What follows belongs to an exercise in optimizing a design on an open flow for small area, a short achievable clock period and few clock cycles per item; a production flow would make more cautious choices. Only simulation tests tie the RTL to the original design; equivalence was not proved. Power and IR drop assume default switching activity.

v6:
// mul_fu
module mul_fu (
    input  logic        clk,
    input  logic        rst_n,
    input  logic        in_valid,
    input  logic [3:0]  in_ctrl,
    input  logic [31:0] in_a,
    input  logic [31:0] in_b,
    input  logic [6:0]  in_tag,
    output logic        in_ready,
    output logic        out_req,
    output logic [6:0]  out_tag,
    output logic [31:0] out_data,
    input  logic        out_grant
);
    localparam logic [3:0] ALU_MUL = 4'd1;
    localparam int MIDW = 119;
    logic              s1_v, s2_v, q0_v, q1_v;
    logic [31:0]       s1_an;
    logic [15:0]       s1_onen, s1_twon, s1_neg;
    logic [6:0]        s1_tag, s2_tag, q0_tag, q1_tag;
    logic [MIDW-1:0]   s2_mid;
    logic [31:0]       q0_data, q1_data;
    logic [3:0]        occ;     
    logic              rdy;
    logic [MIDW-1:0]   mid_d;
    logic [31:0]       row0, row1, q0_d;
    logic [6:0]        q0_tag_d;
    mul_core u_core (
        .an(s1_an), .onen(s1_onen), .twon(s1_twon), .neg(s1_neg), .mid_d(mid_d), .mid_q(s2_mid), .row0(row0), .row1(row1)
    );
    add_or_hold u_add (.x(row0), .y(row1), .hold(q1_v), .h(q1_data), .s(q0_d));
    assign q0_tag_d = q1_v ? q1_tag : s2_tag;
    logic [15:0] enc_one, enc_two, enc_neg;
    logic [32:0] bx;
    assign bx = {in_b, 1'b0};
    always_comb begin
  ...
Size: ~1800 cells after synthesis, about 300 flip-flops, ~120 I/O pins, about 22000 um2 of cells after synthesis.
==> flow/config.mk <==
export PLATFORM = sky130hd
export DESIGN_NAME = mul_fu
export DESIGN_NICKNAME = mul_fu
export VERILOG_FILES = /design/flow/design.v
export SDC_FILE = /design/flow/constraint.sdc
export NUM_CORES = 4
export LEC_CHECK = 0
export ABC_CLOCK_PERIOD_IN_PS = 2500
export CAP_MARGIN = 20
export CORE_MARGIN = 2
export CORE_UTILIZATION = 60
export CTS_BUF_LIST = sky130_fd_sc_hd__clkbuf_4 sky130_fd_sc_hd__clkbuf_8
export SLEW_MARGIN = 20
export SYNTH_HIERARCHICAL = 1
export SYNTH_MINIMUM_KEEP_SIZE = 0
==> flow/constraint.sdc <==
create_clock -name core_clock -period 10.0 [get_ports {clk}]
set_input_delay 2.0000 -clock core_clock [delete_from_list [all_inputs] [get_ports {clk}]]
set_output_delay 2.0000 -clock core_clock [all_outputs]
set_load 0.01 [all_outputs]
standard.sh (not shown) runs the stock make flow with config.mk's settings and CLKGATE_MAP_FILE= SYNTH_SCRIPT=/design/flow/synth_recipe.tcl, a recipe that flattens the netlist after the stock synthesis.
==> flow/flow/run.sh <==
#!/bin/bash
# Standard ORFS layout (the standard.sh), with the port buffers made plain
# buffers (buf_2) instead of the delay buffer buffer_ports picks by default.
set -euo pipefail
bash standard.sh synth > synth.log 2>&1
bash standard.sh BUFFER_PORTS_ARGS="-buffer_cell sky130_fd_sc_hd__buf_2" finish > layout.log 2>&1
Testbench counts of v6, summed over its fixed seeds: cycles 2,374, items 2,048.
Inputs modified between v6 and v7:
Settings: CAP_MARGIN changed from 20 to 30; CTS_BUF_LIST changed from sky130_fd_sc_hd__clkbuf_4 sky130_fd_sc_hd__clkbuf_8 to sky130_fd_sc_hd__clkbuf_8 sky130_fd_sc_hd__clkbuf_16; CTS_CLUSTER_DIAMETER newly set to 80; CTS_CLUSTER_SIZE newly set to 30; SLEW_MARGIN changed from 20 to 50.
In the final reports, the cell area of v7 is smaller than that of v6. Changes observed in v7 relative to v6: non-clock buffer count went up 13; clock share of power went down 3.0 points; fraction of area in clock buffers and inverters went down 1.7 points; utilization went down 0.79 points. Post-route worst setup slack delta (v7 − v6): favourable. Looking at global routing met2 resource utilization, v7 sits 0.50 points below v6. [v7] final worst-path cycle share fell 0.90 points relative to v6. Side by side, register clock-pin slew on the reported worst setup and hold paths turned out higher in v7 than in v6. The critical path depth of v7 and that of v6 are within noise of each other. The total internal power of v7 falls short of that of v6 by about 5.4%.


## try-indigo
mul_fu again, from the RTL that the note above started with.
clock: 10.0 ns
lec_check: 0
abc_clock_period_in_ps: 2500
cap_margin: 50
core_margin: 2
core_utilization: 60
cts_buf_list: sky130_fd_sc_hd__clkbuf_4 sky130_fd_sc_hd__clkbuf_8
slew_margin: 70
synth_hierarchical: 1
synth_minimum_keep_size: 0
Scripts as last shown in full above: flow/flow/run.sh
Testbench counts of try-indigo, summed over its fixed seeds: cycles 2,374, items 2,048.
Inputs modified between try-indigo and try-zinc:
- CTS_CLUSTER_DIAMETER newly set to 60
- CTS_BUF_LIST changed from sky130_fd_sc_hd__clkbuf_4 sky130_fd_sc_hd__clkbuf_8 to sky130_fd_sc_hd__clkbuf_16
- SLEW_MARGIN changed from 70 to 50
- CTS_CLUSTER_SIZE newly set to 24
- CAP_MARGIN changed from 50 to 30
Results
- When the final numbers for try-indigo and try-zinc were put side by side, the maximum fanout along the worst path turned out to be smaller in try-indigo.
- Compared try-zinc vs try-indigo, and switching fraction of total power is up in try-zinc.
- Compared with try-indigo, try-zinc improves final area.
- A worst setup path startpoint of s1_neg[0] is what try-zinc shows, while s1_twon[5] belongs to try-indigo.
- Register-to-register slack improves in try-zinc relative to try-indigo.
- Looking at core utilization, try-zinc sits below try-indigo.


== old ==
mul_fu again, from the RTL that the note above started with.
==> flow/config.mk <==
export PLATFORM = sky130hd
export DESIGN_NAME = mul_fu
export DESIGN_NICKNAME = mul_fu
export VERILOG_FILES = /design/flow/design.v
export SDC_FILE = /design/flow/constraint.sdc
export NUM_CORES = 4
export LEC_CHECK = 0
export ABC_CLOCK_PERIOD_IN_PS = 2500
export CAP_MARGIN = 30
export CORE_MARGIN = 2
export CORE_UTILIZATION = 60
export CTS_BUF_LIST = sky130_fd_sc_hd__clkbuf_4 sky130_fd_sc_hd__clkbuf_8
export CTS_CLUSTER_DIAMETER = 50
export CTS_CLUSTER_SIZE = 16
export SLEW_MARGIN = 50
export SYNTH_HIERARCHICAL = 1
export SYNTH_MINIMUM_KEEP_SIZE = 0
==> flow/constraint.sdc <==
create_clock -name core_clock -period 10.0 [get_ports {clk}]
set_input_delay 2.0000 -clock core_clock [delete_from_list [all_inputs] [get_ports {clk}]]
set_output_delay 2.0000 -clock core_clock [all_outputs]
set_load 0.01 [all_outputs]
Scripts as last shown in full above: flow/flow/run.sh
Testbench counts of old, summed over its fixed seeds: cycles 2,374, items 2,048.
## Diff of input files: new against old
- CTS_CLUSTER_DIAMETER removed (was 50)
- CORE_UTILIZATION changed from 60 to 40
- CTS_CLUSTER_SIZE removed (was 16)
[summary]
The total buffers and inverters traversed by the critical path reported for new is smaller than that of old by 1.
When new is measured against old, its count of clock-net buffers in the final layout turns out 79% higher.
Compared with old, new shows a power in the clock group that is about 20% higher.
Per the comparison of new with old, final hold slack fell 0.018 ns; net switching component of the power saw an increase; global-route usage over all layers decreased by 8.4 points relative to the old numbers.
Between new and old, it is new whose portion of total power attributed to combinational logic is lower, by 0.9 points.
Worst setup margin in new is 0.013 ns lower than in old
new vs old — total of fill cells in the finished design climbed by more than half
Summary of the comparison: effective utilization at floorplan is lower in new, relative to old.

==> what the ideal ports hide <==
How much do the figures lean on ideal ports? The routed layouts below were timed once more, with nothing changed but the port constraints.
Step 1 assumes that a clkbuf_16 drives the clock port and a buf_2 every other input.
Step 2 moves the port delays by t, midway between the first and last clock arrival at a register: inputs arrive t later, outputs are due t later. That takes back most of the time a late clock gives input paths.
a / b / c = no drivers / after step 1 / after step 2; a / b = the first two.
run	t, ns	setup WS [ns]	worst setup path after step 2	clock arrival spread, ns	slew at the worst register clock pin (ns)
v6	0.659	6.368 / 6.368 / 6.368	register to register	0.036 / 0.036	0.07 / 0.07
v7	0.581	6.458 / 6.458 / 6.458	register to register	0.035 / 0.035	0.11 / 0.11
try-indigo	0.680	6.297 / 6.297 / 6.297	register to register	0.022 / 0.023	0.07 / 0.07
try-zinc	0.611	6.485 / 6.485 / 6.485	register to register	0.021 / 0.021	0.08 / 0.08
old	0.643	6.473 / 6.473 / 6.473	register to register	0.034 / 0.035	0.10 / 0.10
new	0.679	6.459 / 6.459 / 6.459	register to register	0.041 / 0.040	0.07 / 0.07
After both steps setup and hold are still met in every run listed.
